This is an optimization exercise on Yosys and OpenROAD, whose aim is small area, not a production implementation. Only simulation tests tie the RTL to the original design; equivalence was not proved. Power is estimated from default activity; no workload was simulated.

$ cat flow/flow/run.sh
#!/bin/bash
# The standard layout (the standard.sh, all steps), except that the
# input and output ports are buffered with sky130_fd_sc_hd__buf_1 cells
# instead of the default clkdlybuf4s50_1. The make output goes to
# standard.log here; ORFS's per-step logs are under orfs/logs.
set -euo pipefail
export BUFFER_PORTS_ARGS="-buffer_cell sky130_fd_sc_hd__buf_1"
bash standard.sh > standard.log 2>&1
$ cat flow/standard.sh
#!/bin/bash
# synth_recipe.tcl (not shown) runs the flow's synth.tcl, then flattens the netlist and writes it again
# the make line also repeats each setting of config.mk as NAME=value (left out here)
make -C /OpenROAD-flow-scripts/flow DESIGN_CONFIG=/design/flow/config.mk WORK_HOME=/design/flow/orfs CLKGATE_MAP_FILE= SYNTH_SCRIPT=/design/flow/synth_recipe.tcl "${@:-finish}"
$ cat flow/constraint.sdc
create_clock -name core_clock -period 8.0 [get_ports {clk}]
set_input_delay 1.6000 -clock core_clock [delete_from_list [all_inputs] [get_ports {clk}]]
set_output_delay 1.6000 -clock core_clock [all_outputs]
set_load 0.01 [all_outputs]
$ cat flow/config.mk
export PLATFORM = sky130hd
export DESIGN_NAME = top
export DESIGN_NICKNAME = top
export VERILOG_FILES = /design/flow/design.v
export SDC_FILE = /design/flow/constraint.sdc
export NUM_CORES = 4
export LEC_CHECK = 0
export CAP_MARGIN = 10
export CORE_MARGIN = 2
export CORE_UTILIZATION = 60
export CTS_CLUSTER_DIAMETER = 60
export CTS_CLUSTER_SIZE = 22
export SLEW_MARGIN = 10
export SYNTH_HIERARCHICAL = 1
$ cat flow/design.v
module g_ha (input logic a, b, output logic s, co);
assign {co, s} = {1'b0, a} + {1'b0, b};
endmodule
module pc_inc (input logic [31:0] a, output logic [31:0] y);
logic [32:3] c;
assign y[1:0] = a[1:0];
g_inv u_2 (.a(a[2]), .y(y[2]));
assign c[3] = a[2];
for (genvar i = 3; i < 32; i++) begin : g_b
    g_ha u (.a(a[i]), .b(c[i]), .s(y[i]), .co(c[i+1]));
end
endmodule
module pc_tadd (input logic [31:0] a, input logic [12:1] b, input logic sign,
                output logic [31:0] y);
assign y[0] = a[0];
logic [13:2] c;
g_xor2 u_s1 (.a(a[1]), .b(b[1]), .y(y[1]));
g_and2 u_c1 (.a(a[1]), .b(b[1]), .y(c[2]));
for (genvar i = 2; i <= 12; i++) begin : g_lo
    logic p, g;
    if (i % 2 == 0) begin : g_even
        g_xor2  u_p (.a(a[i]), .b(b[i]), .y(p));
        g_and2  u_g (.a(a[i]), .b(b[i]), .y(g));
        g_a21oi u_c (.a1(p), .a2(c[i]), .b1(g), .y(c[i+1]));
    end else begin : g_odd
        g_xnor2 u_p (.a(a[i]), .b(b[i]), .y(p));
        g_nand2 u_g (.a(a[i]), .b(b[i]), .y(g));
        g_o21ai u_c (.a1(p), .a2(c[i]), .b1(g), .y(c[i+1]));
    end
    g_xor2 u_s (.a(p), .b(c[i]), .y(y[i]));
end
logic [32:13] d;
g_xor2 u_d13 (.a(c[13]), .b(sign), .y(d[13]));
for (genvar i = 13; i < 32; i++) begin : g_hi
    logic x;
    if (i % 2 == 1) begin : g_odd
        g_xnor2 u_x (.a(a[i]), .b(sign), .y(x));           
        g_nor2  u_d (.a(x), .b(d[i]), .y(d[i+1]));
        g_xnor2 u_y (.a(a[i]), .b(d[i]), .y(y[i]));
    end else begin : g_even
        g_xor2  u_x (.a(a[i]), .b(sign), .y(x));
        g_nand2 u_d (.a(x), .b(d[i]), .y(d[i+1]));
        g_xor2  u_y (.a(a[i]), .b(d[i]), .y(y[i]));
    end
end
endmodule
module g_ao222n (input logic a, b, c, d, e, f, output logic y);
assign y = ~((a & b) | (c & d) | (e & f));
endmodule
module g_ao22n (input logic a, b, c, d, output logic y);
assign y = ~((a & b) | (c & d));
endmodule
module g_nand2 (input logic a, b, output logic y);
assign y = ~(a & b);
endmodule
module g_nand3 (input logic a, b, c, output logic y);
assign y = ~(a & b & c);
endmodule
module g_nand4 (input logic a, b, c, d, output logic y);
assign y = ~(a & b & c & d);
endmodule
module g_or3 (input logic a, b, c, output logic y);
assign y = a | b | c;
endmodule
module rf_hold (input logic wd, en, q, hold, output logic d);
assign d = (wd & en) | (q & hold);
endmodule
module rf_read32 (input logic [31:0] s, x, output logic y);
logic [10:0] p;
for (genvar k = 0; k < 10; k++) begin : g_p
    g_ao222n u (.a(s[3*k]), .b(x[3*k]), .c(s[3*k+1]), .d(x[3*k+1]),
                .e(s[3*k+2]), .f(x[3*k+2]), .y(p[k]));
end
g_ao22n u_last (.a(s[30]), .b(x[30]), .c(s[31]), .d(x[31]), .y(p[10]));
logic [2:0] o;
g_nand4 u_o0 (.a(p[0]), .b(p[1]), .c(p[2]), .d(p[3]), .y(o[0]));
g_nand4 u_o1 (.a(p[4]), .b(p[5]), .c(p[6]), .d(p[7]), .y(o[1]));
g_nand3 u_o2 (.a(p[8]), .b(p[9]), .c(p[10]), .y(o[2]));
g_or3 u_y (.a(o[0]), .b(o[1]), .c(o[2]), .y(y));
endmodule
module rf_read31 (input logic [30:0] s, x, output logic y);
logic [10:0] p;
for (genvar k = 0; k < 10; k++) begin : g_p
    g_ao222n u (.a(s[3*k]), .b(x[3*k]), .c(s[3*k+1]), .d(x[3*k+1]),
                .e(s[3*k+2]), .f(x[3*k+2]), .y(p[k]));
end
g_nand2 u_last (.a(s[30]), .b(x[30]), .y(p[10]));
logic [2:0] o;
g_nand4 u_o0 (.a(p[0]), .b(p[1]), .c(p[2]), .d(p[3]), .y(o[0]));
g_nand4 u_o1 (.a(p[4]), .b(p[5]), .c(p[6]), .d(p[7]), .y(o[1]));
g_nand3 u_o2 (.a(p[8]), .b(p[9]), .c(p[10]), .y(o[2]));
g_or3 u_y (.a(o[0]), .b(o[1]), .c(o[2]), .y(y));
endmodule
module g_xor2 (input logic a, b, output logic y);
assign y = a ^ b;
endmodule
module g_xnor2 (input logic a, b, output logic y);
assign y = ~(a ^ b);
endmodule
module g_and2 (input logic a, b, output logic y);
assign y = a & b;
endmodule
module g_nor2 (input logic a, b, output logic y);
assign y = ~(a | b);
endmodule
module g_inv (input logic a, output logic y);
assign y = ~a;
endmodule
module g_a21oi (input logic a1, a2, b1, output logic y);
assign y = ~((a1 & a2) | b1);
endmodule
module g_o21ai (input logic a1, a2, b1, output logic y);
assign y = ~((a1 | a2) & b1);
endmodule
module g_a22oi (input logic a, b, c, d, output logic y);
assign y = ~((a & b) | (c & d));
endmodule
module g_o22ai (input logic a, b, c, d, output logic y);
assign y = ~((a | b) & (c | d));
endmodule
module g_ornot (input logic t, u, output logic y);
assign y = t | ~u;
endmodule
module g_mux2i (input logic s, d0, d1, output logic y);
assign y = ~(s ? d1 : d0);
endmodule
module g_mux2 (input logic s, d0, d1, output logic y);
assign y = s ? d1 : d0;
endmodule
module g_nor4 (input logic a, b, c, d, output logic y);
assign y = ~(a | b | c | d);
endmodule
module g_and4 (input logic a, b, c, d, output logic y);
assign y = a & b & c & d;
endmodule
module alu_core (
    input  logic [31:0] a, b,
    input  logic        sub,
    input  logic        ss, sxo, sao, ssr, ssl,
    input  logic        sh_left, fill,
    output logic [31:0] r,
    output logic        cout,
    output logic        eq
);
logic [31:0] bx;       
logic [31:0] pp;       
logic [31:0] gg;       
logic [31:0] s;
for (genvar i = 0; i < 32; i++) begin : g_pg
    g_xor2 u_bx (.a(b[i]), .b(sub), .y(bx[i]));
    if (i % 2 == 0) begin : g_even
        g_xor2  u_p (.a(a[i]), .b(bx[i]), .y(pp[i]));
        g_and2  u_g (.a(a[i]), .b(bx[i]), .y(gg[i]));
    end else begin : g_odd
        g_xnor2 u_p (.a(a[i]), .b(bx[i]), .y(pp[i]));
        g_nand2 u_g (.a(a[i]), .b(bx[i]), .y(gg[i]));
    end
end
logic [4:0] cb;        
assign cb[0] = sub;
logic [8:0] c0;
assign c0[0] = sub;
for (genvar i = 0; i < 8; i++) begin : g_b0
    if (i % 2 == 0) begin : g_even
        g_a21oi u_c (.a1(pp[i]), .a2(c0[i]), .b1(gg[i]), .y(c0[i+1]));
    end else begin : g_odd
        g_o21ai u_c (.a1(pp[i]), .a2(c0[i]), .b1(gg[i]), .y(c0[i+1]));
    end
    g_xor2 u_s (.a(pp[i]), .b(c0[i]), .y(s[i]));
end
assign cb[1] = c0[8];
for (genvar k = 1; k < 4; k++) begin : g_blk
    logic [8:1] z, o;      
    g_nand2 u_z1 (.a(a[8*k]), .b(bx[8*k]), .y(z[1]));
    g_nor2  u_o1 (.a(pp[8*k]), .b(gg[8*k]), .y(o[1]));
    g_xor2  u_s0 (.a(pp[8*k]), .b(cb[k]), .y(s[8*k]));
    for (genvar j = 1; j < 8; j++) begin : g_bit
        localparam int I = 8 * k + j;
        if (j < 7) begin : g_c
            if (j % 2 == 0) begin : g_even
                g_a21oi u_cz (.a1(pp[I]), .a2(z[j]), .b1(gg[I]), .y(z[j+1]));
                g_a21oi u_co (.a1(pp[I]), .a2(o[j]), .b1(gg[I]), .y(o[j+1]));
            end else begin : g_odd
                g_o21ai u_cz (.a1(pp[I]), .a2(z[j]), .b1(gg[I]), .y(z[j+1]));
                g_o21ai u_co (.a1(pp[I]), .a2(o[j]), .b1(gg[I]), .y(o[j+1]));
            end
        end else begin : g_last
            g_o21ai u_cz (.a1(pp[I]), .a2(z[j]), .b1(gg[I]), .y(z[j+1]));
            g_o21ai u_co (.a1(pp[I]), .a2(o[j]), .b1(gg[I]), .y(o[j+1]));
        end
        logic cn;    
        g_mux2i u_m (.s(cb[k]), .d0(z[j]), .d1(o[j]), .y(cn));
        g_xnor2 u_s (.a(pp[I]), .b(cn), .y(s[I]));
    end
    g_mux2 u_cb (.s(cb[k]), .d0(z[8]), .d1(o[8]), .y(cb[k+1]));
end
assign cout = cb[4];
logic [7:0] eqp;
for (genvar k = 0; k < 8; k++) begin : g_eq
    logic x0, x1;
    g_nor2 u_n0 (.a(pp[4*k+1]), .b(pp[4*k+3]), .y(x0));
    g_and2 u_n1 (.a(pp[4*k]), .b(pp[4*k+2]), .y(x1));
    g_and2 u_n2 (.a(x0), .b(x1), .y(eqp[k]));
end
logic eq0, eq1;
g_and4 u_eq0 (.a(eqp[0]), .b(eqp[1]), .c(eqp[2]), .d(eqp[3]), .y(eq0));
g_and4 u_eq1 (.a(eqp[4]), .b(eqp[5]), .c(eqp[6]), .d(eqp[7]), .y(eq1));
g_and2 u_eq (.a(eq0), .b(eq1), .y(eq));
logic [31:0] lv [0:5];
logic fill_n;
g_inv u_fn (.a(fill), .y(fill_n));
for (genvar k = 0; k < 32; k++) begin : g_rev
    g_mux2i u (.s(sh_left), .d0(a[k]), .d1(a[31-k]), .y(lv[0][k]));    
end
for (genvar l = 0; l < 5; l++) begin : g_lvl
    for (genvar k = 0; k < 32; k++) begin : g_bit
        if (k + (1 << l) < 32) begin : g_in
            g_mux2i u (.s(b[l]), .d0(lv[l][k]), .d1(lv[l][k + (1 << l)]), .y(lv[l+1][k]));
        end else begin : g_fill
            g_mux2i u (.s(b[l]), .d0(lv[l][k]), .d1(l % 2 == 0 ? fill_n : fill), .y(lv[l+1][k]));
        end
    end
end
logic sxo_n, sao_n;
g_inv u_i0 (.a(sxo), .y(sxo_n));
g_inv u_i1 (.a(sao), .y(sao_n));
for (genvar k = 0; k < 32; k++) begin : g_res
    if (k % 2 == 0) begin : g_even
        logic y1, y2;
        g_ao222n u1 (.a(s[k]), .b(ss), .c(pp[k]), .d(sxo), .e(gg[k]), .f(sao), .y(y1));
        g_a22oi  u2 (.a(lv[5][k]), .b(ssr), .c(lv[5][31-k]), .d(ssl), .y(y2));
        g_nand2  u3 (.a(y1), .b(y2), .y(r[k]));
    end else begin : g_odd
        logic t, u;
        g_o22ai  u1 (.a(pp[k]), .b(sxo_n), .c(gg[k]), .d(sao_n), .y(t));
        g_ao222n u2 (.a(s[k]), .b(ss), .c(lv[5][k]), .d(ssr), .e(lv[5][31-k]), .f(ssl), .y(u));
        g_ornot  u3 (.t(t), .u(u), .y(r[k]));
    end
end
endmodule
module top #(
    parameter WIDTH = 32
) (
    input logic clk, rst,
    output logic [31:0] imem_addr,
    input logic [31:0] imem_rdata,
    output logic [31:0] dmem_addr,
    output logic [31:0] dmem_wdata,
    output logic [3:0] dmem_we,
    output logic dmem_re,
    input logic [31:0] dmem_rdata,
    output logic [31:0] a0
);
logic [31:0] pc_F;
logic [31:0] instr_D, pc_D;
logic [31:0] instr_E, pc_E;
logic [31:0] res_M, sd_M;
logic [4:0]  rd_M;
logic        ld_M, st_M;
logic [2:0]  f3_M;
logic [31:0] wb_W;
logic [4:0]  rd_W;
logic [31:0] rf [1:31];
logic        taken_E;
logic [31:0] target_E;
assign imem_addr = pc_F;
logic [31:0] pc_inc4;
pc_inc u_inc (.a(pc_F), .y(pc_inc4));
always_ff @(posedge clk) begin
    if (rst) pc_F <= 32'd0;
    else     pc_F <= taken_E ? target_E : pc_inc4;
end
always_ff @(posedge clk) begin
    instr_D <= {imem_rdata[31:1], imem_rdata[0] & ~rst};
    pc_D    <= pc_F;
    instr_E <= {instr_D[31:1], instr_D[0] & ~rst};
    pc_E    <= pc_D;
    h1_E    <= h1_D;
    l1_E    <= l1_D;
    h2_E    <= h2_D;
    l2_E    <= l2_D;
end
logic [3:0] h1_D, h2_D, h1_E, h2_E;
logic [7:0] l1_D, l2_D, l1_E, l2_E;
logic       en1_D;
assign en1_D = !(instr_D[6:0] == 7'b0110111 || instr_D[6:0] == 7'b1101111);
always_comb begin
    for (int k = 0; k < 4; k++) begin
        h1_D[k] = instr_D[19:18] == k && en1_D;
        h2_D[k] = instr_D[24:23] == k;
    end
    for (int k = 0; k < 8; k++) begin
        l1_D[k] = instr_D[17:15] == k;
        l2_D[k] = instr_D[22:20] == k;
    end
end
logic [4:0] op, rs1, rs2, rd;
logic [2:0] f3;
logic       b30;
assign rs1 = {instr_E[19:18], |l1_E[7:4], l1_E[2] | l1_E[3] | l1_E[6] | l1_E[7],
              l1_E[1] | l1_E[3] | l1_E[5] | l1_E[7]};
assign rs2 = {h2_E[2] | h2_E[3], h2_E[1] | h2_E[3], |l2_E[7:4], l2_E[2] | l2_E[3] | l2_E[6] | l2_E[7],
              l2_E[1] | l2_E[3] | l2_E[5] | l2_E[7]};
logic [31:0] ins;
assign ins = {instr_E[31:25], rs2, rs1, instr_E[14:0]};
assign op  = instr_E[6:2];
assign rd  = instr_E[11:7];
assign f3  = instr_E[14:12];
assign b30 = instr_E[30];
logic v, is_r, is_i, is_ld, is_lui, is_st, is_br, is_jal, is_jalr;
assign v       = instr_E[1:0] == 2'b11;
assign is_r    = v && op == 5'b01100;
assign is_i    = v && op == 5'b00100;
assign is_ld   = v && op == 5'b00000;
assign is_lui  = v && op == 5'b01101;
assign is_st   = v && op == 5'b01000;
assign is_br   = v && op == 5'b11000;
assign is_jal  = v && op == 5'b11011;
assign is_jalr = v && op == 5'b11001;
logic [31:0] sel1, sel2;
always_comb begin
    sel1[0] = is_jal;
    sel2[0] = 1'b0;
    for (int i = 1; i < 32; i++) begin
        sel1[i] = h1_E[i / 8] && l1_E[i % 8];
        sel2[i] = h2_E[i / 8] && l2_E[i % 8];
    end
end
logic [31:0] rd1, rd2;
for (genvar b = 0; b < 32; b++) begin : g_rd
    logic [31:0] col;
    assign col[0] = pc_E[b];
    for (genvar i = 1; i < 32; i++) begin : g_col
        assign col[i] = rf[i][b];
    end
    rf_read32 u_rd1 (.s(sel1), .x(col), .y(rd1[b]));
    rf_read31 u_rd2 (.s(sel2[31:1]), .x(col[31:1]), .y(rd2[b]));
end
logic [31:0] imm_i, imm_s, imm_u, imm_j, imm_b;
assign imm_i = {{20{ins[31]}}, ins[31:20]};
assign imm_s = {{20{ins[31]}}, ins[31:25], ins[11:7]};
assign imm_u = {ins[31:12], 12'd0};
assign imm_j = {{12{ins[31]}}, ins[19:12], ins[20], ins[30:21], 1'b0};
assign imm_b = {{20{ins[31]}}, ins[7], ins[30:25], ins[11:8], 1'b0};
logic [31:0] opa, opb;
assign opa = rd1;
always_comb begin
    if (is_i || is_ld) opb = imm_i;
    else if (is_st)    opb = imm_s;
    else if (is_lui)   opb = imm_u;
    else if (is_jal)   opb = imm_j;
    else               opb = rd2;
end
logic       fmode;
logic [2:0] af3;
logic       sub;
assign fmode = is_r || is_i || is_jalr;
assign af3   = fmode ? f3 : 3'b000;
assign sub   = is_br || (fmode && f3[2:1] == 2'b01) || (is_r && f3 == 3'b000 && b30);
logic [31:0] alu, alu_r;
logic       cout, ltu, lts, eq;
logic       sel_sum, sel_xo, sel_ao, sel_sr, sel_sl;
assign sel_sum = af3 == 3'b000;
assign sel_xo  = af3 == 3'b100 || af3 == 3'b110;
assign sel_ao  = af3 == 3'b111 || af3 == 3'b110;
assign sel_sr  = af3 == 3'b101;
assign sel_sl  = af3 == 3'b001;
alu_core u_alu (
    .a(opa), .b(opb), .sub(sub),
    .ss(sel_sum), .sxo(sel_xo), .sao(sel_ao), .ssr(sel_sr), .ssl(sel_sl),
    .sh_left(sel_sl), .fill(sel_sr && b30 && opa[31]),
    .r(alu_r), .cout(cout), .eq(eq)
);
assign ltu = ~cout;
assign lts = (opa[31] ^ opb[31]) ? opa[31] : ltu;
assign alu = {alu_r[31:1], alu_r[0] | (af3 == 3'b010 && lts) | (af3 == 3'b011 && ltu)};
function automatic logic cond_f(input logic [2:0] f, input logic e, input logic c,
                                input logic a31, input logic b31);
    logic u, sl;
    u  = ~c;                           
    sl = (a31 ^ b31) ? a31 : u;        
    case (f)
        3'b000: cond_f = e;
        3'b001: cond_f = ~e;
        3'b100: cond_f = sl;
        3'b101: cond_f = ~sl;
        3'b110: cond_f = u;
        3'b111: cond_f = ~u;
        default: cond_f = 1'b0;
    endcase
endfunction
logic jump, tk0, tk1;
assign jump = is_jal || is_jalr;
assign tk0  = jump || (is_br && cond_f(f3, eq, 1'b0, opa[31], opb[31]));
assign tk1  = jump || (is_br && cond_f(f3, eq, 1'b1, opa[31], opb[31]));
g_mux2 u_taken (.s(cout), .d0(tk0), .d1(tk1), .y(taken_E));
logic [31:0] tadd;
pc_tadd u_tadd (.a(pc_E), .b(is_br ? imm_b[12:1] : 12'd2), .sign(is_br && instr_E[31]), .y(tadd));
assign target_E = jump ? alu : tadd;
always_ff @(posedge clk) begin
    res_M <= jump ? tadd : alu;
    sd_M  <= rd2;
    f3_M  <= f3;
    if (rst) begin
        rd_M <= 5'd0;
        ld_M <= 1'b0;
        st_M <= 1'b0;
    end else begin
        rd_M <= (is_r || is_i || is_ld || is_lui || jump) ? rd : 5'd0;
        ld_M <= is_ld;
        st_M <= is_st && f3[2] == 1'b0 && f3[1:0] != 2'b11;
    end
end
logic lw_M, lh_M, lb_M, sx_M;
assign dmem_re  = ld_M && !(f3_M[1] && f3_M[0]) && !(f3_M[2] && f3_M[1]);
assign lw_M     = dmem_re && f3_M[1];
assign lh_M     = dmem_re && f3_M[0];
assign lb_M     = dmem_re && !f3_M[1] && !f3_M[0];
assign sx_M     = !f3_M[2];
assign dmem_addr  = res_M;
assign dmem_wdata = sd_M;
assign dmem_we    = {st_M && f3_M[1], st_M && f3_M[1], st_M && (f3_M[1] || f3_M[0]), st_M};
logic [31:0] ld_val;
always_comb begin
    ld_val = 32'd0;
    if (lw_M) ld_val = dmem_rdata;
    else if (lh_M) ld_val = {{16{sx_M & dmem_rdata[15]}}, dmem_rdata[15:0]};
    else if (lb_M) ld_val = {{24{sx_M & dmem_rdata[7]}}, dmem_rdata[7:0]};
end
always_ff @(posedge clk) begin
    wb_W <= ld_M ? ld_val : res_M;
    if (rst) rd_W <= 5'd0;
    else     rd_W <= rd_M;
end
logic [31:1] wen, hold;
always_comb begin
    for (int i = 1; i < 32; i++) begin
        wen[i]  = !rst && rd_W == i;
        hold[i] = !rst && rd_W != i;
    end
end
for (genvar i = 1; i < 32; i++) begin : g_rf
    logic [31:0] d;
    for (genvar b = 0; b < 32; b++) begin : g_bit
        rf_hold u_h (.wd(wb_W[b]), .en(wen[i]), .q(rf[i][b]), .hold(hold[i]), .d(d[b]));
    end
    always_ff @(posedge clk) rf[i] <= d;
end
assign a0 = rf[10];
endmodule
==> results.cfg, run 1 <==
[placed_design]
place_area_um2 = 56200
portBuffers = 198
dpl.hpwl_um = 154000
preCtsSetupSlack_ps = 981
place_inst = 6028
gp_congestion = 1.04

[grt]
antenna_found_initial = 28
grtUsageMet3 = 0.139
met1_usage = 0.666
grt-ovfl-total = 0
grt_pass1_vias = 45474
busiest_layer = met2
track_usage = 0.492
met2_usage = 0.676
grt_max_degree = 42
grt_pass1_wl_um = 329000

[timing]
setup_ws_ps = 786
max_freq_ghz = 0.139
rsz0062_at_grt = false
hold_violations = 0
finalSetupTns_ps = 0
slew_headroom = 0.116
period_share = 0.902
drv_slew = 0
clock_skew_ps = 40.2
period_needed_ps = 7210
worst_slew_pin_slew_ps = 1320
finalSetupViolCount = 0

[status]
outcome = complete, no violations

[cts]
tritoncts = yes
root_buffer = clkbuf_16
clock_path_buffers = 3
cts_made_buffers = 89
cts.sinks = 1279
clkLatencyLatePin_ps = 730
cts_hold_buf = 0
postCtsResizedCells = 0
path_clk_slew_ps = 80
cts_setup_buffers = 0
htree_levels = 3

[logic_synthesis]
synth_simple_gate_area_frac = 0.0779
ys_ff_latch = 1279
synthArstFlopShare = 0
synthAdderAreaFrac = 0.00713
synth_area_um2 = 52600
ys_types = 66
ys.flop_type = dfxtp_1
synth_cells = 4585
synth-xor-area-share = 0.0263
synth-seq-area-share = 0.486
synth_compound_area_frac = 0.334
syn_area_per_cell_um2 = 11.5
synth_warnings = 11
synth_edf_count = 0
syn_nets = 4681
muxShareOfSynthArea = 0.0563
synth_top_family_by_area = compound AO/OA/AOI/OAI gates

[routing]
wl_per_cell_um = 37.6
postRouteAntennaNets = 0
drt_iter0_drc = 14822
dr.pass1.iters = 22
drc = 0
vias = 50927
viasPerCell = 8.22
routed_wl_um = 233000

[power_and_ir_drop]
power.density_nw_per_um2 = 200
p_int_mw = 8.90
p_clk_frac = 0.426
total_power_mw = 11.9
power_frac_comb = 0.032
p_seq_frac = 0.542
p_switching_mw = 2.96
leakage_nw = 21.4
irDropWorstVdd_v = 0.000297
sw_frac_of_total = 0.250

[hold_path]
min_path_type = register to register
hp-start = pc_D[22]$_DFF_P_

[worst_setup_path]
crit_required_ps = 8630
cp-end-kind = register
r2r-start = instr_E[4]$_DFF_P_
critPathLaunch = instr_E[4]$_DFF_P_
start_kind = register
cp.arrival_ps = 7840
crit_fanout = 35
worst-setup-path-type = register to register

[floorplanning]
core_um2 = 86900
die_w_um = 300
die_h_um = 300
pin_count = 199
start_util = 0.606
core.rowCount = 108
die-area_um2 = 90100

[cells_and_area]
area_delta_synth_final_pct = 12.8
stdcell_area_um2 = 59400
stdcell_count = 6199
nets = 5060
layout-drive-gt1-share = 0.102
n_fill_cell = 6620

[flow_run]
cap_viol_max_count = 0
-- Yosys stat by module (local to each module, per instance), excerpt --
module    cells  times used  flip-flops and latches  cell area [um^2]
pc_inc        2           1                       0              15.0
g_nor2        1          20                       0              3.75
g_a22oi       1          16                       0              12.5
g_nand2       1          81                       0              3.75
g_ao222n      1         672                       0              10.0
g_o21ai       1          33                       0              5.00
rf_hold       1         992                       0              8.76
g_nand4       1         128                       0              6.26
g_ha          1          29                       0              12.5
g_xnor2       1          61                       0              8.76
g_mux2i       1         213                       0              10.0
g_and4        1           2                       0              8.76
-- area by class of cell --
type	count	area, um^2	area share
clock inverter	61	871	0.0147
sequential	1279	25600	0.431
inverter	24	90.1	0.00152
tap	1155	1450	0.0243
clock buffer	97	2300	0.0387
multi-input combinational	3191	26900	0.453
antenna	13	32.5	0.000548
timing repair buffer	379	2110	0.0355
-- cells in the mapped netlist (7+ instances only) --
cell | instances | area share
or4_1 | 7 | 0.0010
nor3_1 | 7 | 0.00067
mux2i_1 | 253 | 0.048
nand3_1 | 75 | 0.0071
a21oi_2 | 28 | 0.0047
mux2_1 | 28 | 0.0060
xor2_1 | 96 | 0.016
a21oi_1 | 72 | 0.0068
o21ai_0 | 15 | 0.0014
nand4_1 | 130 | 0.015
a222oi_1 | 672 | 0.13
nor2b_1 | 18 | 0.0021
nor3b_1 | 9 | 0.0013
and2_1 | 126 | 0.015
a22o_1 | 992 | 0.17
a211oi_1 | 31 | 0.0044
o221a_2 | 8 | 0.0017
nand2b_1 | 23 | 0.0027
o22ai_1 | 19 | 0.0023
inv_1 | 23 | 0.0016
and3b_1 | 7 | 0.0012
or3_1 | 68 | 0.0081
dfxtp_1 | 1279 | 0.49
ha_1 | 30 | 0.0071
nand2_1 | 140 | 0.010
buf_2 | 9 | 0.00086
xnor2_1 | 62 | 0.010
clkbuf_1 | 36 | 0.0026
nor2_1 | 125 | 0.0089
o21ai_1 | 42 | 0.0040
buf_4 | 43 | 0.0061
a22oi_2 | 48 | 0.011
-- cells by family (layout without fill, tap and decap cells) --
| family | Yosys count | after routing |
|---|---|---|
| muxes | 290 | 290 |
| AOI/OAI and AO/OA | 1952 | 1952 |
| adders and majority gates | 30 | 30 |
| buffers and inverters | 115 | 561 |
| DFF | 1279 | 1279 |
| and+or+nand+nor | 761 | 761 |
| xor gates and xnor gates | 158 | 158 |
| other | 0 | 13 |
-- worst max-delay path, cell delays in order, from the launching register on --
cell and delay [ps]:
dfxtp_1 550, nand4b_4 250, or3_1 440, inv_2 280
a222oi_1 450, nand4_1 180, or3_1 560, xor2_1 380
a21oi_2 120, o21ai_1 260, a21oi_2 100, o21ai_1 260
a21oi_2 110, o21ai_1 240, a21oi_2 110, o21ai_2 160
buf_4 230, mux2_4 420, mux2_4 420, mux2_4 380
mux2_4 480, buf_4 390, nor2_1 90, a211oi_1 240
-- power groups by stage --
stage | clock network [mW] | logic (mW) | registers, mW
after floorplan | 0 | 0.147 | 6.57
after global placement | 0 | 0.337 | 6.58
after detailed placement | 0 | 0.340 | 6.58
after CTS | 5.03 | 0.341 | 6.43
after global routing | 5.26 | 0.367 | 6.44
final | 5.06 | 0.375 | 6.44
-- metal layers --
metal / wire length [um] / up-vias
met4: 21000 / 22
li1: - / 20559
met3: 37200 / 1078
met5: 142 / -
met2: 91700 / 5120
met1: 83300 / 24148
-- worst paths after layout --
| path | endpoint | slack, ps | cells past startpoint |
|---|---|---|---|
| worst min register to register | pc_E[22]$_DFF_P_ | 330 | 0 |
| worst min-delay path | pc_E[22]$_DFF_P_ | 330 | 0 |
| worst max register to register | pc_F[20]$_SDFF_PP0_ | 790 | 23 |
| worst max-delay path | pc_F[20]$_SDFF_PP0_ | 790 | 23 |
-- state kept, by name (all words and copies together), names as in the netlist, 5 cells and up --
name,cells
rf,992
instr_D,32
pc_D,32
pc_E,32
pc_F,32
res_M,32
sd_M,32
wb_W,32
instr_E,24
l1_E,8
l2_E,8
rd_M,5
rd_W,5
-- through the flow --
stage / hold WS (ps) / util
global route: 332 / 0.683
finish: 327 / 0.683
floorplan: 310 / -
CTS: 331 / 0.683
detailed placement: 312 / 0.646
global placement: 310 / 0.646
-- placed cells by master, fill, tap and decap left out, drive strengths merged, types with 100 or more instances in the layout --
| cell type | netlist | layout |
|---|---|---|
| a22o | 992 | 992 |
| a222oi | 672 | 672 |
| a21oi | 100 | 100 |
| nand2 | 140 | 140 |
| mux2i | 253 | 253 |
| and2 | 126 | 126 |
| nand4 | 130 | 130 |
| nor2 | 126 | 126 |
| buf | 55 | 378 |
| dfxtp | 1279 | 1279 |
==> run 2: changes to the inputs <==
==> flow/run.sh (new file) <==
#!/bin/bash
# synth_recipe.tcl (not shown) runs the flow's synth.tcl, then flattens the netlist and writes it again
# the make line also repeats each setting of config.mk as NAME=value (left out here)
make -C /OpenROAD-flow-scripts/flow DESIGN_CONFIG=/design/flow/config.mk WORK_HOME=/design/flow/orfs CLKGATE_MAP_FILE= SYNTH_SCRIPT=/design/flow/synth_recipe.tcl finish
removed: flow/flow/run.sh
removed: flow/standard.sh
==> run 2 against run 1 <==
  * Utilization is 1.1 points higher
  * Critical endpoint is now pc_F[0]$_SDFF_PP0_
  * Largest power group unchanged
  * Critical path type unchanged
  * Highest routed layer unchanged
  * Final cell count is 0.26% lower
  * Via count is 0.23% lower
==> results.cfg, run 2 <==
[worst_setup_path]
cp.arrival_ps = 7860
r2r-start = h2_E[3]$_DFF_P_
path_cells = and2_1, a222oi_1, nand3_1, or3_1, or3b_1, a21oi_4, xor2_1, xor2_1, a21oi_2, o21ai_1, a21oi_2, o21ai_1, a21oi_2, o21ai_1, a21oi_2, o21ai_2, buf_4, mux2_4, mux2_4, mux2_4, mux2_4, inv_1, a2111oi_0, nor3_1
path_delay_family = compound AO/OA/AOI/OAI gates
crit_required_ps = 8560
critPathLaunch = h2_E[3]$_DFF_P_
start_kind = register
cp-end-kind = register
r2r_slack_ps = 700
cp_num_cells = 24
crit_fanout = 65
rr_worst_depth = 24
r2r_end = pc_F[0]$_SDFF_PP0_
worst-setup-path-type = register to register
cp-endpoint = pc_F[0]$_SDFF_PP0_
cp_num_buf_inv = 2
slowest_delay_ps = 710
crit_path_top_delay_cell = and2_1

[placed_design]
gp_congestion = 1.06
place_inst = 6022
dpl.hpwl_um = 153000
portBuffers = 198
place_area_um2 = 57300
preCtsSetupSlack_ps = 990

[cts]
clkLatencyLatePin_ps = 710
root_buffer = clkbuf_16
cts_setup_buffers = 0
cts.sinks = 1279
postCtsResizedCells = 0
path_clk_slew_ps = 90
cts_hold_buf = 0
htree_levels = 3
cts_made_buffers = 88
clock_path_buffers = 3
tritoncts = yes

[timing]
finalSetupTns_ps = 0
rsz0062_at_grt = false
slew_headroom = 0.159
max_freq_ghz = 0.137
finalSetupViolCount = 0
drv_slew = 0
period_share = 0.913
period_needed_ps = 7300
setup_ws_ps = 698
hold_violations = 0
clock_skew_ps = 28.7
worst_slew_pin_slew_ps = 1260

[grt]
grt_pass1_vias = 46410
grt_pass1_wl_um = 331000
antenna_found_initial = 16
grt_max_degree = 66
grt-ovfl-total = 0
track_usage = 0.496

[logic_synthesis]
ys_types = 66
syn_nets = 4681
synth_area_um2 = 52600
synth_cells = 4585
synth_most_common_cell = dfxtp_1
synth_top_area_cell = dfxtp_1
synthDominantCellAreaShare = 0.486
syn_area_per_cell_um2 = 11.5
synthArstFlopShare = 0
synth_edf_count = 0
synth.area.top_cells = dfxtp_1 49%, a22o_1 17%, a222oi_1 13%, mux2i_1 4.8%, xor2_1 1.6%
ys_ff_latch = 1279
ys.flop_type = dfxtp_1
synth-seq-area-share = 0.486
synth_common_cells = 1279 x dfxtp_1, 992 x a22o_1, 672 x a222oi_1
synth_warnings = 11

[hold_path]
min_path_type = register to register

[routing]
drc = 0
drt_iter0_drc = 13756
postRouteAntennaNets = 0
vias = 50811
routed_wl_um = 232000
wl_per_cell_um = 37.6
viasPerCell = 8.22
dr.pass1.iters = 20

[floorplanning]
die_w_um = 300
core.rowCount = 108
start_util = 0.606
die-area_um2 = 90100
core_um2 = 86900
pin_count = 199
die_h_um = 300

[cells_and_area]
largest_reg_flops = 992
seqCellArea_um2 = 25600
layout-drive-gt1-share = 0.0996
stdcell_area_um2 = 60300
stdcell_count = 6183
n_fill_cell = 6566
regMostFlops = rf
layout_commonest_cell = dfxtp_1
nets = 5053
area_delta_synth_final_pct = 14.6
final_cell_mix = 1279 x dfxtp_1, 992 x a22o_1, 672 x a222oi_1
multi_input_area_um2 = 26900

[power_and_ir_drop]
irDropWorstVdd_v = 0.000244
power.density_nw_per_um2 = 193
leakage_nw = 21.7

[status]
outcome = complete, no violations

[flow_run]
cap_viol_max_count = 0
## run 2: cell counts after synthesis
Identical to the previous run, type by type.
## run 2: final cells by class
type / count / share of cell area
Timing Repair Buffer: 373 / 0.0546
Clock inverter: 56 / 0.0112
Clock buffer: 97 / 0.0383
Antenna cell: 8 / 0.000332
Tap cell: 1155 / 0.0240
Multi-Input combinational cell: 3191 / 0.446
Sequential cell: 1279 / 0.424
Inverter: 24 / 0.00149
## run 2: cells by family (layout without fill, tap and decap cells)
group / Yosys count / count (layout) / share of synthesized area
compound gates: 1952 / 1952 / 0.334
flops: 1279 / 1279 / 0.486
simple gates: 761 / 761 / 0.0779
mux: 290 / 290 / 0.0563
xor+xnor: 158 / 158 / 0.0263
buf+inv: 115 / 550 / 0.0118
fa+ha+maj: 30 / 30 / 0.00713
other cells: 0 / 8 / 0
## run 2: how the worst min path moves through the flow
stage,start,to,depth (start not counted)
after detailed placement,instr_D[27]$_DFF_P_,instr_E[27]$_DFF_P_,0
final,instr_D[29]$_DFF_P_,instr_E[29]$_DFF_P_,0
after global placement,pc_D[30]$_DFF_P_,pc_E[30]$_DFF_P_,0
after CTS,instr_D[29]$_DFF_P_,instr_E[29]$_DFF_P_,0
after global routing,instr_D[29]$_DFF_P_,instr_E[29]$_DFF_P_,0
after floorplan,instr_D[10]$_DFF_P_,instr_E[10]$_DFF_P_,0
## run 2: per-layer routing
metal | wire length, um | GRT usage | vias to the layer above
met5 | 115 | 0.00317 | -
met4 | 22600 | 0.348 | 12
met3 | 36000 | 0.148 | 1193
met2 | 92100 | 0.692 | 5053
met1 | 81600 | 0.653 | 24026
li1 | - | - | 20527
## run 2: metrics by stage
stage,util,hold slack (ps),total power [mW]
after floorplan,-,310,6.72
after global routing,0.694,309,11.9
after detailed placement,0.660,312,6.94
after global placement,0.660,310,6.94
final,0.694,315,11.7
after CTS,0.694,304,11.6
## run 2: power breakdown
| part | total [mW] | internal, mW | switching, mW |
|---|---|---|---|
| clock | 4.84 | 2.30 | 2.54 |
| sequential | 6.44 | 6.39 | 0.0485 |
| combinational | 0.392 | 0.0901 | 0.302 |
| total | 11.7 | 8.78 | 2.89 |
## run 2: worst register-to-register path, stage by stage (launching register included)
cell       delay [ps]
dfxtp_1           480
and2_1            710
a222oi_1          270
nand3_1           200
or3_1             320
or3b_1            440
a21oi_4           170
xor2_1            220
xor2_1            340
a21oi_2           120
o21ai_1           270
a21oi_2           100
o21ai_1           250
a21oi_2           110
o21ai_1           250
a21oi_2           110
o21ai_2           140
buf_4             220
mux2_4            410
mux2_4            420
mux2_4            370
mux2_4            680
inv_1             100
a2111oi_0         360
nor3_1            100
## run 2: per-module statistics from Yosys, one instance, submodules excluded, a selection
module | cell area [um^2] | flip-flops and latches | cells | copies in the design
g_xor2 | 8.76 | 0 | 1 | 96
g_o22ai | 6.26 | 0 | 1 | 16
top | 29900 | 1279 | 1971 | 1
g_ao222n | 10.0 | 0 | 1 | 672
g_nor2 | 3.75 | 0 | 1 | 20
g_or3 | 6.26 | 0 | 1 | 64
pc_inc | 15.0 | 0 | 2 | 1
rf_hold | 8.76 | 0 | 1 | 992
g_and4 | 8.76 | 0 | 1 | 2
g_and2 | 6.26 | 0 | 1 | 40
g_nand4 | 6.26 | 0 | 1 | 128
==> run 3: changes to the inputs <==
--- a/flow/design.v
+++ b/flow/design.v
@@ -1,9 +1,8 @@
 module g_ha (input logic a, b, output logic s, co);
 assign {co, s} = {1'b0, a} + {1'b0, b};
 endmodule
-module pc_inc (input logic [31:0] a, output logic [31:0] y);
+module pc_inc (input logic [31:0] a, output logic [31:2] y);
 logic [32:3] c;
-assign y[1:0] = a[1:0];
 g_inv u_2 (.a(a[2]), .y(y[2]));
 assign c[3] = a[2];
 for (genvar i = 3; i < 32; i++) begin : g_b
@@ -11,8 +10,7 @@
 end
 endmodule
 module pc_tadd (input logic [31:0] a, input logic [12:1] b, input logic sign,
-                output logic [31:0] y);
-assign y[0] = a[0];
+                output logic [31:1] y);
 logic [13:2] c;
 g_xor2 u_s1 (.a(a[1]), .b(b[1]), .y(y[1]));
 g_and2 u_c1 (.a(a[1]), .b(b[1]), .y(c[2]));
@@ -21,7 +19,7 @@
     if (i % 2 == 0) begin : g_even
         g_xor2  u_p (.a(a[i]), .b(b[i]), .y(p));
         g_and2  u_g (.a(a[i]), .b(b[i]), .y(g));
-        g_a21oi u_c (.a1(p), .a2(c[i]), .b1(g), .y(c[i+1]));
+        g_o22ai u_c (.a(a[i]), .b(b[i]), .c(c[i]), .d(g), .y(c[i+1]));
     end else begin : g_odd
         g_xnor2 u_p (.a(a[i]), .b(b[i]), .y(p));
         g_nand2 u_g (.a(a[i]), .b(b[i]), .y(g));
@@ -71,7 +69,7 @@
     g_ao222n u (.a(s[3*k]), .b(x[3*k]), .c(s[3*k+1]), .d(x[3*k+1]),
                 .e(s[3*k+2]), .f(x[3*k+2]), .y(p[k]));
 end
-g_ao22n u_last (.a(s[30]), .b(x[30]), .c(s[31]), .d(x[31]), .y(p[10]));
+g_ao222n u_last (.a(s[30]), .b(x[30]), .c(s[31]), .d(x[31]), .e(s[31]), .f(x[31]), .y(p[10]));
 logic [2:0] o;
 g_nand4 u_o0 (.a(p[0]), .b(p[1]), .c(p[2]), .d(p[3]), .y(o[0]));
 g_nand4 u_o1 (.a(p[4]), .b(p[5]), .c(p[6]), .d(p[7]), .y(o[1]));
@@ -162,7 +160,7 @@
 assign c0[0] = sub;
 for (genvar i = 0; i < 8; i++) begin : g_b0
     if (i % 2 == 0) begin : g_even
-        g_a21oi u_c (.a1(pp[i]), .a2(c0[i]), .b1(gg[i]), .y(c0[i+1]));
+        g_o22ai u_c (.a(a[i]), .b(bx[i]), .c(c0[i]), .d(gg[i]), .y(c0[i+1]));
     end else begin : g_odd
         g_o21ai u_c (.a1(pp[i]), .a2(c0[i]), .b1(gg[i]), .y(c0[i+1]));
     end
@@ -178,8 +176,8 @@
         localparam int I = 8 * k + j;
         if (j < 7) begin : g_c
             if (j % 2 == 0) begin : g_even
-                g_a21oi u_cz (.a1(pp[I]), .a2(z[j]), .b1(gg[I]), .y(z[j+1]));
-                g_a21oi u_co (.a1(pp[I]), .a2(o[j]), .b1(gg[I]), .y(o[j+1]));
+                g_o22ai u_cz (.a(a[I]), .b(bx[I]), .c(z[j]), .d(gg[I]), .y(z[j+1]));
+                g_o22ai u_co (.a(a[I]), .b(bx[I]), .c(o[j]), .d(gg[I]), .y(o[j+1]));
             end else begin : g_odd
                 g_o21ai u_cz (.a1(pp[I]), .a2(z[j]), .b1(gg[I]), .y(z[j+1]));
                 g_o21ai u_co (.a1(pp[I]), .a2(o[j]), .b1(gg[I]), .y(o[j+1]));
@@ -228,7 +226,7 @@
     if (k % 2 == 0) begin : g_even
         logic y1, y2;
         g_ao222n u1 (.a(s[k]), .b(ss), .c(pp[k]), .d(sxo), .e(gg[k]), .f(sao), .y(y1));
-        g_a22oi  u2 (.a(lv[5][k]), .b(ssr), .c(lv[5][31-k]), .d(ssl), .y(y2));
+        g_ao222n u2 (.a(lv[5][k]), .b(ssr), .c(lv[5][31-k]), .d(ssl), .e(lv[5][31-k]), .f(ssl), .y(y2));
         g_nand2  u3 (.a(y1), .b(y2), .y(r[k]));
     end else begin : g_odd
         logic t, u;
@@ -265,13 +263,14 @@
 logic [31:0] target_E;
 assign imem_addr = pc_F;
 logic [31:0] pc_inc4;
-pc_inc u_inc (.a(pc_F), .y(pc_inc4));
+assign pc_inc4[1:0] = pc_F[1:0];
+pc_inc u_inc (.a(pc_F), .y(pc_inc4[31:2]));
 always_ff @(posedge clk) begin
     if (rst) pc_F <= 32'd0;
     else     pc_F <= taken_E ? target_E : pc_inc4;
 end
 always_ff @(posedge clk) begin
-    instr_D <= {imem_rdata[31:1], imem_rdata[0] & ~rst};
+    instr_D <= {imem_rdata[31:1], imem_rdata[1] & imem_rdata[0] & ~rst};
     pc_D    <= pc_F;
     instr_E <= {instr_D[31:1], instr_D[0] & ~rst};
     pc_E    <= pc_D;
@@ -283,7 +282,7 @@
 logic [3:0] h1_D, h2_D, h1_E, h2_E;
 logic [7:0] l1_D, l2_D, l1_E, l2_E;
 logic       en1_D;
-assign en1_D = !(instr_D[6:0] == 7'b0110111 || instr_D[6:0] == 7'b1101111);
+assign en1_D = !(instr_D[0] && (instr_D[6:2] == 5'b01101 || instr_D[6:2] == 5'b11011));
 always_comb begin
     for (int k = 0; k < 4; k++) begin
         h1_D[k] = instr_D[19:18] == k && en1_D;
@@ -308,7 +307,7 @@
 assign f3  = instr_E[14:12];
 assign b30 = instr_E[30];
 logic v, is_r, is_i, is_ld, is_lui, is_st, is_br, is_jal, is_jalr;
-assign v       = instr_E[1:0] == 2'b11;
+assign v       = instr_E[0];
 assign is_r    = v && op == 5'b01100;
 assign is_i    = v && op == 5'b00100;
 assign is_ld   = v && op == 5'b00000;
@@ -395,7 +394,8 @@
 assign tk1  = jump || (is_br && cond_f(f3, eq, 1'b1, opa[31], opb[31]));
 g_mux2 u_taken (.s(cout), .d0(tk0), .d1(tk1), .y(taken_E));
 logic [31:0] tadd;
-pc_tadd u_tadd (.a(pc_E), .b(is_br ? imm_b[12:1] : 12'd2), .sign(is_br && instr_E[31]), .y(tadd));
+assign tadd[0] = pc_E[0];
+pc_tadd u_tadd (.a(pc_E), .b(is_br ? imm_b[12:1] : 12'd2), .sign(is_br && instr_E[31]), .y(tadd[31:1]));
 assign target_E = jump ? alu : tadd;
 always_ff @(posedge clk) begin
     res_M <= jump ? tadd : alu;
==> flow/flow/run.sh (new file) <==
#!/bin/bash
# The standard layout (the standard.sh, all steps), except that the
# input and output ports are buffered with sky130_fd_sc_hd__buf_1 cells
# instead of the default clkdlybuf4s50_1. The make output goes to
# standard.log here; ORFS's per-step logs are under orfs/logs.
set -euo pipefail
export BUFFER_PORTS_ARGS="-buffer_cell sky130_fd_sc_hd__buf_1"
bash standard.sh > standard.log 2>&1
==> flow/standard.sh (new file) <==
#!/bin/bash
# synth_recipe.tcl (not shown) runs the flow's synth.tcl, then flattens the netlist and writes it again
# the make line also repeats each setting of config.mk as NAME=value (left out here)
make -C /OpenROAD-flow-scripts/flow DESIGN_CONFIG=/design/flow/config.mk WORK_HOME=/design/flow/orfs CLKGATE_MAP_FILE= SYNTH_SCRIPT=/design/flow/synth_recipe.tcl "${@:-finish}"
--- a/flow/config.mk
+++ b/flow/config.mk
@@ -8,7 +8,7 @@
 export CAP_MARGIN = 10
 export CORE_MARGIN = 2
 export CORE_UTILIZATION = 60
-export CTS_CLUSTER_DIAMETER = 60
-export CTS_CLUSTER_SIZE = 22
+export CTS_CLUSTER_DIAMETER = 70
+export CTS_CLUSTER_SIZE = 28
 export SLEW_MARGIN = 10
 export SYNTH_HIERARCHICAL = 1
removed: flow/run.sh
==> run 3 against run 2 <==
  * The layout now fails its checks (max-slew violations)
  * First-iteration DRC count rose by 13%
  * Largest cell class unchanged
  * Register-to-register slack got worse by 360 ps
  * Critical endpoint is now pc_F[9]$_SDFF_PP0_
  * Largest power group unchanged
  * Combinational power fell by 13%
  * Worst setup slack got worse by 360 ps
  * Highest routed layer unchanged
  * Utilization fell by 2.6 points
  * Total power fell by 9.1%
==> results.cfg, run 3 <==
[cells_and_area]
nets = 5065
regMostFlops = rf
stdcell_area_um2 = 57900
stdcell_count = 6180
area_delta_synth_final_pct = 10.6
layout-drive-gt1-share = 0.0788
final_cell_mix = 1276 x dfxtp_1, 1001 x a22o_1, 720 x a222oi_1
largest_reg_flops = 992
utilization = 0.668
layout_commonest_cell = dfxtp_1

[placed_design]
preCtsSetupSlack_ps = 952
place_inst = 6059
portBuffers = 198
dpl.hpwl_um = 178000
place_area_um2 = 55800
gp_congestion = 1.09

[logic_synthesis]
ys.flop_type = dfxtp_1
synth_edf_count = 0
muxShareOfSynthArea = 0.0503
synthArstFlopShare = 0
synth_area_um2 = 52300
ys_ff_latch = 1277
ys_types = 61
synthDominantCellAreaShare = 0.488
synth_cells = 4621
synth_top_area_cell = dfxtp_1
synth_warnings = 11
synth_compound_area_frac = 0.333
synthAdderAreaFrac = 0.00717
synth-seq-area-share = 0.488
synth_common_cells = 1277 x dfxtp_1, 1001 x a22o_1, 720 x a222oi_1
synth_most_common_cell = dfxtp_1
synth_simple_gate_area_frac = 0.0837
synth_top_family_by_area = compound AO/OA/AOI/OAI gates
syn_nets = 4717
synth.area.top_cells = dfxtp_1 49%, a22o_1 17%, a222oi_1 14%, mux2i_1 4.2%, xor2_1 1.6%
synth-xor-area-share = 0.0263
syn_area_per_cell_um2 = 11.3

[floorplanning]
die_w_um = 299
die-area_um2 = 89600
core_um2 = 86600
die_h_um = 299
pin_count = 199
start_util = 0.604
core.rowCount = 108

[cts]
clkLatencyLatePin_ps = 750
tritoncts = yes
clock_path_buffers = 3
root_buffer = clkbuf_16
cts_made_buffers = 60
postCtsResizedCells = 0
htree_levels = 2
cts_hold_buf = 0
cts_setup_buffers = 0
cts.sinks = 1277
path_clk_slew_ps = 110

[grt]
grt_pass1_vias = 46735
antenna_found_initial = 36
track_usage = 0.556
grt_max_degree = 81
grt-ovfl-total = 0
grt_pass1_wl_um = 361000

[status]
outcome = finished with violations
layout.failed_checks = max-slew violations

[timing]
period_needed_ps = 7660
worst_slew_pin_slew_ps = 1530
clock_skew_ps = 58.3
period_share = 0.957
setup_ws_ps = 343
finalSetupViolCount = 0
hold_violations = 0
whs_ps = 332
drv_slew = 1
max_freq_ghz = 0.131
finalSetupTns_ps = 0
rsz0062_at_grt = false
slew_headroom = -0.0195

[routing]
viasPerCell = 8.63
vias = 53323
dr.pass1.iters = 19
wl_per_cell_um = 42.4
routed_wl_um = 262000
drt_iter0_drc = 15515
drc = 0
postRouteAntennaNets = 0

[power_and_ir_drop]
leakage_nw = 20.7
power.density_nw_per_um2 = 183
total_power_mw = 10.6
irDropWorstVdd_v = 0.000223

[worst_setup_path]
crit_required_ps = 8650
cp_num_buf_inv = 0
r2r-start = h2_E[1]$_DFF_P_
cp-end-kind = register
crit_path_top_delay_cell = a222oi_1
slowest_delay_ps = 1360
path_cells = and2_1, a222oi_1, nand4_1, or3_1, mux2i_1, nor2_1, xor2_1, xnor2_1, o21ai_1, o22ai_1, o21ai_1, o22ai_1, o21ai_1, o22ai_1, o21ai_1, mux2_4, mux2_4, mux2_4, mux2_4, nor2_1, a311oi_1
cp.arrival_ps = 8300
cp_num_cells = 21
start_kind = register
r2r_slack_ps = 340
rr_worst_depth = 21
worst-setup-path-type = register to register
path_delay_family = compound AO/OA/AOI/OAI gates
crit_fanout = 65
r2r_end = pc_F[9]$_SDFF_PP0_

[hold_path]
hold_depth = 0
min_to = pc_E[31]$_DFF_P_
min_path_type = register to register
hp-start = pc_D[31]$_DFF_P_

[flow_run]
cap_viol_max_count = 0
run 3: worst max path at each step:
stage	startpoint	to	slack, ps
after global routing	instr_E[5]$_DFF_P_	pc_F[31]$_SDFF_PP0_	210
final	h2_E[1]$_DFF_P_	pc_F[9]$_SDFF_PP0_	340
after detailed placement	l2_E[7]$_DFF_P_	pc_F[9]$_SDFF_PP0_	950
after global placement	l2_E[7]$_DFF_P_	pc_F[0]$_SDFFE_PP0P_	1040
after CTS	l2_E[7]$_DFF_P_	pc_F[9]$_SDFF_PP0_	920
after floorplan	h2_E[3]$_DFF_P_	pc_F[14]$_SDFF_PP0_	210
run 3: area by class of cell:
type                    instances  area (um^2)
clock buffers                  67         1590
diodes                         26         65.1
repair buffers                383         2140
clock inverters                25          380
inverters                       7         26.3
multi-input cells            3240        26700
well taps                    1155         1450
fillers                      6874        28700
flip-flops and latches       1277        25600
run 3: modules after synthesis (local to each module, per instance), a selection:
module,flops+latches,times used,cell area [um^2]
g_o22ai,0,44,6.26
g_ornot,0,16,6.26
g_nand3,0,64,5.00
g_nor2,0,20,3.75
g_ha,0,29,12.5
g_xor2,0,96,8.76
rf_hold,0,992,8.76
g_mux2i,0,213,10.0
g_o21ai,0,33,5.00
g_mux2,0,4,15.0
top,1277,1,29800
run 3: per-layer routing:
layer / part of all wire / up-vias / track usage
li1: - / 20750 / -
met1: 0.34 / 25436 / 0.683
met2: 0.38 / 5687 / 0.740
met3: 0.18 / 1428 / 0.282
met4: 0.10 / 22 / 0.401
met5: 0.0011 / - / 0.0185
run 3: where the power goes:
| group | switching, mW | leakage, nW | internal, mW |
|---|---|---|---|
| registers | 0.0531 | 10.3 | 6.38 |
| logic | 0.281 | 9.47 | 0.0597 |
| clock network | 2.27 | 0.955 | 1.56 |
| total | 2.60 | 20.7 | 8.00 |
run 3: worst reg2reg max path: stages (launching register included):
cell and delay (ps):
dfxtp_1 430, and2_1 570, a222oi_1 1360, nand4_1 480
or3_1 550, mux2i_1 140, nor2_1 60, xor2_1 190
xnor2_1 430, o21ai_1 160, o22ai_1 190, o21ai_1 120
o22ai_1 200, o21ai_1 120, o22ai_1 180, o21ai_1 90
mux2_4 380, mux2_4 430, mux2_4 340, mux2_4 670
nor2_1 180, a311oi_1 290
run 3: cells by family after synthesis:
group           count (synthesis)
compound gates               1957
xor+xnor                      157
fa+ha+maj                      30
buf+inv                       104
flops                        1277
mux                           257
simple gates                  839

==> what the ideal ports hide <==
Ports are ideal in the flow. The routed layouts listed here were re-timed in OpenROAD.
Step 1 (the two cells are an assumption about what drives the block):
set clk [get_ports {clk}]
set_driving_cell -lib_cell sky130_fd_sc_hd__clkbuf_16 $clk
set_driving_cell -lib_cell sky130_fd_sc_hd__buf_2 [delete_from_list [all_inputs] $clk]
Step 2 adds t to the input delays and takes it off the output delays; t is the mean of the earliest and latest rising clock arrival at the registers after step 1. Input paths then give back, and output paths get back, about the clock's delay inside the block.
Slacks: ideal ports / drivers / drivers and shift; pairs: ideal ports / drivers.
| run | shift t [ns] | slack for setup (ns) | worst setup path after step 2 | clock arrival spread, ns | worst register clock-pin slew, ns |
|---|---|---|---|---|---|
| run 1 | 0.791 | 0.786 / 0.786 / 0.786 | register to register | 0.041 / 0.040 | 0.09 / 0.09 |
| run 2 | 0.778 | 0.698 / 0.698 / 0.698 | register to register | 0.038 / 0.038 | 0.09 / 0.09 |
| run 3 | 0.801 | 0.343 / 0.343 / 0.343 | register to register | 0.059 / 0.058 | 0.12 / 0.12 |
